Context: an optimization exercise on an open-source flow, tuned for small area and a short achievable clock period. The choices shown serve that exercise and are no tape-out recipe.
Where RTL was checked, it was by simulation tests only, not by an equivalence proof against the original.
No activity file was given, so power comes from the tool's default toggle rates.

run 1:
## ALU
module ALU
  (input [31:0] ALUA,
    input [31:0] ALUB,
    input [3:0] ALUControl,
    input ALUFlagIn,
    input Clk,
    output reg [31:0] ALUResult,
    output reg [3:0] ALUFlags);
  wire [31:0] A = ALUA, B = ALUB;
  wire [3:0] op = ALUControl;
  wire f = ALUFlagIn;
  wire arith = (op[3:2] == 2'b00);
  wire o_add = (op == 4'h0);
  wire o_sub = (op == 4'h1);
  wire o_inc = (op == 4'h2);
  wire o_dec = (op == 4'h3);
  wire o_and = (op == 4'h4);
  wire o_or  = (op == 4'h5);
  wire o_not = (op == 4'h6);
  wire o_xor = (op == 4'h7);
  wire o_shr = (op == 4'h8);
  wire o_shl = (op == 4'h9);
  wire nt_f = o_not & f, nt_nf = o_not & ~f;
  wire u00 = o_sub | o_dec | o_not;
  wire u01 = o_add | o_dec | o_or | o_xor | nt_nf;
  wire u10 = o_add | o_inc | o_or | o_xor | nt_f;
  wire u11 = o_sub | o_inc | o_and | o_or;
  wire v00 = o_inc | o_dec | o_not;
  wire v01 = o_add | o_sub | o_inc | o_dec | o_or | o_xor | nt_nf;
  wire v10 = o_add | o_sub | o_or | o_xor | nt_f;
  wire v11 = o_and | o_or;
  wire wb1 = o_add | o_dec;
  wire wb0 = o_sub | o_dec;
  wire [31:0] U, W;
  assign U[0] = A[0] ? (B[0] ? v11 : v10) : (B[0] ? v01 : v00);
  assign W[0] = (A[0] & (o_add ? B[0] : (o_sub | o_inc | o_dec))) | (o_sub & ~B[0]);
  genvar q;
  generate
    for (q = 1; q < 32; q = q + 1) begin : lut
      assign U[q] = A[q] ? (B[q] ? u11 : u10) : (B[q] ? u01 : u00);
      assign W[q] = A[q] & (B[q] ? wb1 : wb0);
    end
  endgenerate
  wire cin = f & arith;
  wire [31:0] p = U ^ {W[30:0], 1'b0};
  wire [31:0] t = U | {W[30:0], 1'b0};
  ...
Size in the first run: roughly 1400 cells after synthesis, roughly 36 flip-flops, about 110 I/O pins, about 7400 sq um of cells after synthesis.
Settings: LEC_CHECK=0, ABC_AREA=1, CAP_MARGIN=20, CORE_MARGIN=2, CORE_UTILIZATION=65, SETUP_SLACK_MARGIN=5, SLEW_MARGIN=20; clock period 11.5 ns.
standard.sh (not shown) runs the stock make flow with config.mk's settings and CLKGATE_MAP_FILE= SYNTH_SCRIPT=/design/flow/synth_recipe.tcl, a recipe that flattens the netlist after the stock synthesis.
==> flow/flow/run.sh <==
#!/bin/bash
# The standard layout (standard.sh) with these make settings on top of config.mk:
#  - ADDER_MAP_FILE empty: no Yosys full/half adder extraction, so ABC maps the whole datapath;
#  - port buffers are buf_1 cells instead of the resizer's default pick;
set -euo pipefail
bash standard.sh ADDER_MAP_FILE= "BUFFER_PORTS_ARGS=-buffer_cell sky130_fd_sc_hd__buf_1" SETUP_SLACK_MARGIN=6.2 finish > flow_make.log 2>&1
Here is what was changed in the inputs of run 2 compared with run 1.
==> flow/flow/run.sh <==
#!/bin/bash
# The standard layout (standard.sh) with these make settings on top of config.mk:
#  - ADDER_MAP_FILE empty: no Yosys full/half adder extraction, so ABC maps the whole datapath;
#  - port buffers are buf_1 cells instead of the resizer's default pick;
#  - SKIP_GATE_CLONING=1: repair timing does not clone gates.
set -euo pipefail
bash standard.sh ADDER_MAP_FILE= "BUFFER_PORTS_ARGS=-buffer_cell sky130_fd_sc_hd__buf_1" SETUP_SLACK_MARGIN=6.2 SKIP_GATE_CLONING=1 finish > flow_make.log 2>&1
## What came out
Across run 2 and run 1, none had a timing, DRC or antenna violation. When run 2 is measured against run 1, its minimum clock period after layout turns out 0.011 ns lower. Compared run 1 against run 2; via count of the first global-routing pass within noise. Per the comparison of run 2 with run 1, worst slew slack as a fraction of its limit decreased by 1.2 points relative to the old numbers, via count decreased by about 0.9% relative to the old numbers, final cycle utilization of the critical path closely matched the old numbers. Run 1 → run 2: share of total power in combinational logic neither gained nor lost much; post-route core utilization lost 0.76 points; routed wire length lost about 2%.
[inputs] run 3 vs run 2
Settings: swapping 65 for 40 in CORE_UTILIZATION.
==> flow/flow/run.sh <==
#!/bin/bash
# The standard layout with two changes: Yosys's full/half adder extraction is off
# (ADDER_MAP_FILE empty) so that ABC maps the whole datapath, and the port buffers
# are buf_1 cells instead of the resizer's default pick.
set -euo pipefail
bash standard.sh ADDER_MAP_FILE= "BUFFER_PORTS_ARGS=-buffer_cell sky130_fd_sc_hd__buf_1" ${EXTRA_MAKE_ARGS:-} finish > flow_make.log 2>&1
Notes after the runs:
On number of instances in the placed design: between run 3 and run 2, it ends up higher for run 3. Run 3 has area overhead of the layout relative to synthesis below what run 2 had. Fraction of power consumed by the clock network: run 3 vs run 2 up 0.3 points. | post-layout worst setup margin | lower: run 3 |. From run 2 to run 3 the numbers moved as follows: multi-input combinational cell area now sits lower, worst-case headroom to the max-slew limit +8.0 points, maximum fanout encountered on the critical timing path saw an increase, number of well taps higher. Going from run 2 to run 3, end-of-flow core utilization decreased by 29 points relative to the old numbers, overall routed net length increased by 2.7 mm relative to the old numbers, average wire per cell in the routed design increased by about 4% relative to the old numbers.
> inputs changed (run 3 -> run 4)
Settings: a change of CORE_UTILIZATION from 40 to 65.
==> summary.txt <==
- Relative to run 3, fraction of power consumed by combinational cells has decreased by 0.3 points in run 4.
- Run 3 has higher relative area change from synthesis to final layout than run 4.
- Run 4 against run 3: total chip power fell 1.0%, time the worst path needs with I/O delays and setup fell 0.048 ns, global-route usage rose 15 points, clock network power share about even, tapcell count fell 89.
- Going from run 3 to run 4, final wirelength shrank by a little under 10%.
- Final cell area: run 4 below run 3

run A:
ALU, a different RTL version from the one above (not shown whole).
For scale: about 1,400 cells after synthesis, roughly 36 flip-flops, ~0.0072 mm² of cells after synthesis.
==> flow/config.mk <==
export PLATFORM = sky130hd
export DESIGN_NAME = ALU
export DESIGN_NICKNAME = ALU
export VERILOG_FILES = /design/flow/design.v
export SDC_FILE = /design/flow/constraint.sdc
export NUM_CORES = 4
export LEC_CHECK = 0
export ABC_AREA = 1
export CAP_MARGIN = 20
export CORE_MARGIN = 2
export CORE_UTILIZATION = 65
export SETUP_SLACK_MARGIN = 5
export SLEW_MARGIN = 20
==> flow/constraint.sdc <==
create_clock -name core_clock -period 11.5 [get_ports {Clk}]
set_input_delay 2.3000 -clock core_clock [delete_from_list [all_inputs] [get_ports {Clk}]]
set_output_delay 2.3000 -clock core_clock [all_outputs]
set_load 0.01 [all_outputs]
==> flow/flow/run.sh <==
#!/bin/bash
# The standard layout (standard.sh) with these make settings on top of config.mk:
#  - ADDER_MAP_FILE empty: no Yosys full/half adder extraction, so ABC maps the whole datapath;
#  - port buffers are buf_1 cells instead of the resizer's default pick;
set -euo pipefail
bash standard.sh ADDER_MAP_FILE= "BUFFER_PORTS_ARGS=-buffer_cell sky130_fd_sc_hd__buf_1" SETUP_SLACK_MARGIN=6.1 finish > flow_make.log 2>&1
Here is what was changed in the inputs of run B compared with run A.
- setting CTS_BUF_LIST to sky130_fd_sc_hd__clkbuf_8 for the first time
==> flow/flow/run.sh <==
#!/bin/bash
# The standard layout (standard.sh) with these make settings on top of config.mk:
#  - ADDER_MAP_FILE empty: no Yosys full/half adder extraction, so ABC maps the whole datapath;
#  - port buffers are buf_1 cells instead of the resizer's default pick;
set -euo pipefail
bash standard.sh ADDER_MAP_FILE= "BUFFER_PORTS_ARGS=-buffer_cell sky130_fd_sc_hd__buf_1" SETUP_SLACK_MARGIN=6 finish > flow_make.log 2>&1
==> summary.txt <==
Diff run B..run A | number of standard cells after synthesis | negligible. Comparing run B against run A, there is no change at all in initial antenna violation count. Changes observed in run B relative to run A: clock buffer count in the final layout closely matched the old numbers, sequential share of layout area has remained practically unchanged. In the reports for run A and run B, the smaller relative max-transition margin belongs to run B. Met2 usage in global routing (higher): run B. Run B against run A: worst setup slack after layout shows a reduction of 0.064 ns, hold slack +0.085 ns, non-clock buffer count fell by 1.7%.
#### Input delta (run C over run B)
- removing CTS_BUF_LIST (formerly sky130_fd_sc_hd__clkbuf_8)
--- outcome ---
- Status: clock-pin slew on the worst setup and hold paths parity (run C, run B)
- Delta (run C minus run B): logic depth of the worst path, buffers included essentially unchanged, placed wire-length estimate about even.

ALU with an RTL version that a note above also has.
Size: ~1400 cells after synthesis, roughly 7900 um2 of cells after synthesis.
Settings: LEC_CHECK=0, ABC_AREA=1, CAP_MARGIN=20, CORE_MARGIN=2, CORE_UTILIZATION=65, SETUP_SLACK_MARGIN=5, SLEW_MARGIN=20; clock period 11.5 ns.
run.sh (not shown) runs the stock make flow with config.mk's settings and CLKGATE_MAP_FILE= SYNTH_SCRIPT=/design/flow/synth_recipe.tcl, a recipe that flattens the netlist after the stock synthesis.
Stock flow here: none of the scripts above is used.
The baseline produced a clean layout.
Edit:
==> flow/flow/run.sh (new file) <==
#!/bin/bash
# The standard layout (standard.sh) with these make settings on top of config.mk:
#  - ADDER_MAP_FILE empty: no Yosys full/half adder extraction, so ABC maps the whole datapath;
#  - port buffers are buf_1 cells instead of the resizer's default pick;
set -euo pipefail
bash standard.sh ADDER_MAP_FILE= "BUFFER_PORTS_ARGS=-buffer_cell sky130_fd_sc_hd__buf_1" SETUP_SLACK_MARGIN=6 finish > flow_make.log 2>&1
==> flow/standard.sh (new file) <==
#!/bin/bash
# synth_recipe.tcl (not shown) runs the flow's synth.tcl, then flattens the netlist and writes it again
# the make line also repeats each setting of config.mk as NAME=value (left out here)
make -C /OpenROAD-flow-scripts/flow DESIGN_CONFIG=/design/flow/config.mk WORK_HOME=/design/flow/orfs CLKGATE_MAP_FILE= SYNTH_SCRIPT=/design/flow/synth_recipe.tcl "${@:-finish}"
- CTS_BUF_LIST: not set -> sky130_fd_sc_hd__clkbuf_8
removed: flow/run.sh
Final area drops by 17%.
Critical path depth went down by 12.
Maximum frequency came out higher by 18%.
Routed wire length came out lower by 7.8%.
Global-route usage went down by 0.88 points.
Power is lower by 19%.
Sequential power shrinks by about 5%.
Flip-flop and latch count does not change.
Edit:
- CTS_BUF_LIST: sky130_fd_sc_hd__clkbuf_8 -> not set
Worst setup slack gains 55 ps.
Clock-buffer cell count does not change.
Power grows by 6.3%.
Non-clock buffer count shrinks by 1.

The RTL this note starts from:
==> flow/design.v <==
module ALU
  (input [31:0] ALUA,
    input [31:0] ALUB,
    input [3:0] ALUControl,
    input ALUFlagIn,
    input Clk,
    output reg [31:0] ALUResult,
    output reg [3:0] ALUFlags);
  wire [31:0] A = ALUA, B = ALUB;
  wire [3:0] op = ALUControl;
  wire f = ALUFlagIn;
  wire arith = (op[3:2] == 2'b00);
  wire o_sub = (op == 4'h1);
  wire o_inc = (op == 4'h2);
  wire o_dec = (op == 4'h3);
  wire o_and = (op == 4'h4);
  wire o_or  = (op == 4'h5);
  wire o_not = (op == 4'h6);
  wire o_xor = (op == 4'h7);
  wire o_shr = (op == 4'h8);
  wire o_shl = (op == 4'h9);
  wire [31:0] Y;
  assign Y[0] = o_dec | o_inc | (B[0] ^ o_sub);
  assign Y[31:1] = {31{o_dec}} | ({31{~o_inc & ~o_dec}} & (B[31:1] ^ {31{o_sub}}));
  wire [31:0] S, C;
  assign S[0] = A[0] ^ Y[0] ^ o_sub;
  assign C[0] = (A[0] & Y[0]) | (o_sub & (A[0] ^ Y[0]));
  assign S[31:1] = A[31:1] ^ Y[31:1];
  assign C[31:1] = A[31:1] & Y[31:1];
  wire [31:0] p, g;
  assign p = S ^ {C[30:0], 1'b0};
  assign g = {S[31:1] & C[30:0], S[0] & f};
  wire [31:0] gl [0:5];
  wire [31:0] pl [0:5];
  assign gl[0] = g;
  assign pl[0] = p;
  genvar l, i;
  generate
    for (l = 0; l < 5; l = l + 1) begin : lev
      for (i = 0; i < 32; i = i + 1) begin : bt
        if ((i >> l) & 1) begin : comb
          localparam integer j = ((i >> l) << l) - 1;
          assign gl[l+1][i] = gl[l][i] | (pl[l][i] & gl[l][j]);
          assign pl[l+1][i] = pl[l][i] & pl[l][j];
        end else begin : pass
          assign gl[l+1][i] = gl[l][i];
          assign pl[l+1][i] = pl[l][i];
        end
      end
    end
  endgenerate
  wire [32:0] c = {gl[5], f};
  wire [31:0] sum = p ^ c[31:0];
  wire v32 = c[32] ^ C[31];        
  function [31:0] rev(input [31:0] x);
    integer k;
    for (k = 0; k < 32; k = k + 1) rev[k] = x[31-k];
  endfunction
  wire big = |B[31:5];
  wire [4:0] n = B[4:0];
  wire [31:0] X = op[0] ? rev(A) : A;
  wire [31:0] s0 = n[0] ? {f, X[31:1]} : X;
  wire [31:0] s1 = n[1] ? {{2{f}}, s0[31:2]} : s0;
  wire [31:0] s2 = n[2] ? {{4{f}}, s1[31:4]} : s1;
  wire [31:0] s3 = n[3] ? {{8{f}}, s2[31:8]} : s2;
  wire [31:0] s4 = n[4] ? {{16{f}}, s3[31:16]} : s3;
  wire fb = f & (op[0] | ((n == 5'd0) & (B[31:6] == 26'd0)));
  wire [31:0] sh = big ? {32{fb}} : s4;
  wire sflag = ~big & A[~n];
  wire [31:0] R = ({32{arith}} & sum)
                | ({32{o_and}} & (A & B))
                | ({32{o_or}}  & (A | B))
                | ({32{o_not}} & (f ? ~B : ~A))
                | ({32{o_xor}} & (A ^ B))
                | ({32{o_shr}} & sh)
                | ({32{o_shl}} & rev(sh));
  wire Z = ~|R;
  wire bz = ~|B;
  wire az = ~|A;
  wire [3:0] F;
  assign F[3] = (o_sub & (v32 ^ bz)) | (o_dec & v32);
  assign F[2] = ((op == 4'h0) | o_inc) & v32 | ((o_shr | o_shl) & sflag);
  assign F[1] = Z & ~(op[3] & (op[2] | op[1]));
  assign F[0] = (o_sub & ~bz & (~v32 | (f & Z))) | (o_dec & az);
  always @(posedge Clk) begin
    ALUResult <= R;
    ALUFlags <= F;
  end
endmodule
export LEC_CHECK = 0
export CAP_MARGIN = 20
export CORE_MARGIN = 2
export CORE_UTILIZATION = 40
export SETUP_SLACK_MARGIN = 5
export SLEW_MARGIN = 20
create_clock -name core_clock -period 11.5 [get_ports {Clk}]
Stock flow here: none of the scripts above is used.
Next try:
==> flow/flow/run.sh (new file) <==
#!/bin/bash
# The standard layout, with Yosys's full/half adder extraction turned off
# (ADDER_MAP_FILE empty) so that ABC maps the whole datapath itself.
set -euo pipefail
bash standard.sh ADDER_MAP_FILE= finish > flow_make.log 2>&1
==> flow/standard.sh (new file) <==
#!/bin/bash
# synth_recipe.tcl (not shown) runs the flow's synth.tcl, then flattens the netlist and writes it again
# the make line also repeats each setting of config.mk as NAME=value (left out here)
make -C /OpenROAD-flow-scripts/flow DESIGN_CONFIG=/design/flow/config.mk WORK_HOME=/design/flow/orfs CLKGATE_MAP_FILE= SYNTH_SCRIPT=/design/flow/synth_recipe.tcl "${@:-finish}"
- ABC_AREA: default -> 1
removed: flow/run.sh
Worst setup slack is better by 1.2 ns.
Routed wire length is lower by 8.7%.
Total power shrinks by 18%.
Next try:
- SETUP_SLACK_MARGIN: 5 -> default
The new run completed with no timing, DRC or antenna violations; power falls by 0.89%; cell area went down by 0.93%; setup slack loses 0.84 ns; sequential power barely changes; final cell count hardly moves; routed wire length is lower by 1.0%; global-route usage is about the same; utilization went down by 0.44 points.
Next try:
==> flow/run.sh (new file) <==
#!/bin/bash
# synth_recipe.tcl (not shown) runs the flow's synth.tcl, then flattens the netlist and writes it again
# the make line also repeats each setting of config.mk as NAME=value (left out here)
make -C /OpenROAD-flow-scripts/flow DESIGN_CONFIG=/design/flow/config.mk WORK_HOME=/design/flow/orfs CLKGATE_MAP_FILE= SYNTH_SCRIPT=/design/flow/synth_recipe.tcl finish
- ABC_AREA: 1 -> default
removed: flow/flow/run.sh
removed: flow/standard.sh
After rerunning: The changed run finished clean. Design area grows by 15%. Combinational power grows by 29%. Global-route usage shrinks by 2.7 points.
No run of this note included a check of the RTL's function; only the layout flow was run.

## what the ideal ports hide
No port has a modelled driver above. Below, the same layouts with a new extraction and two added sets of constraints. Step 1 (the two cells are an assumption about what drives the block):
set clk [get_ports {Clk}]
set_driving_cell -lib_cell sky130_fd_sc_hd__clkbuf_16 $clk
set_driving_cell -lib_cell sky130_fd_sc_hd__buf_2 [delete_from_list [all_inputs] $clk]
Step 2, shift: input delay + t, output delay - t, t = (earliest + latest rising clock arrival at the registers) / 2. This alone moves slack from input paths to output paths. Three values: ideal ports, drivers, drivers and shift; two values: the first two.
| run | t (ns) | setup slack, ns | hold slack, ns | worst setup path after step 2 | latest minus earliest clock arrival (ns) |
|---|---|---|---|---|---|
| run 1 | 0.323 | 6.202 / 6.215 / 5.892 | 2.413 / 2.402 / 2.696 | input to register | 0.016 / 0.016 |
| run 2 | 0.322 | 6.212 / 6.227 / 5.905 | 2.411 / 2.399 / 2.697 | input to register | 0.013 / 0.013 |
| run 3 | 0.326 | 5.569 / 5.579 / 5.253 | 2.549 / 2.532 / 2.703 | input to register | 0.005 / 0.006 |
| run 4 | 0.320 | 5.618 / 5.632 / 5.312 | 2.470 / 2.458 / 2.698 | input to register | 0.013 / 0.012 |
| run A | 0.323 | 6.180 / 6.185 / 5.862 | 2.427 / 2.418 / 2.703 | input to register | 0.012 / 0.012 |
| run B | 0.325 | 6.116 / 6.066 / 5.742 | 2.511 / 2.502 / 2.703 | input to register | 0.013 / 0.013 |
| run C | 0.325 | 6.116 / 6.066 / 5.742 | 2.511 / 2.502 / 2.703 | input to register | 0.013 / 0.013 |
| the first run of note 3 | 0.326 | 5.138 / 5.155 / 4.829 | 2.508 / 2.515 / 2.841 | input to register | 0.014 / 0.014 |
| the second run of note 3 | 0.340 | 6.091 / 6.101 / 5.761 | 2.426 / 2.416 / 2.700 | input to register | 0.022 / 0.022 |
| the third run of note 3 | 0.321 | 6.146 / 6.161 / 5.841 | 2.460 / 2.447 / 2.698 | input to register | 0.013 / 0.013 |
| the first run of note 4 | 0.301 | 4.078 / 4.044 / 3.743 | 2.507 / 2.510 / 2.811 | input to register | 0.003 / 0.004 |
| the second run of note 4 | 0.340 | 5.295 / 5.314 / 4.974 | 2.715 / 2.696 / 3.036 | input to register | 0.007 / 0.007 |
| the third run of note 4 | 0.341 | 4.453 / 4.476 / 4.136 | 2.723 / 2.701 / 3.041 | input to register | 0.007 / 0.007 |
| the fourth run of note 4 | 0.302 | 2.808 / 2.801 / 2.499 | 2.800 / 2.795 / 3.052 | input to register | 0.003 / 0.004 |
After both steps every run listed still meets setup and hold.
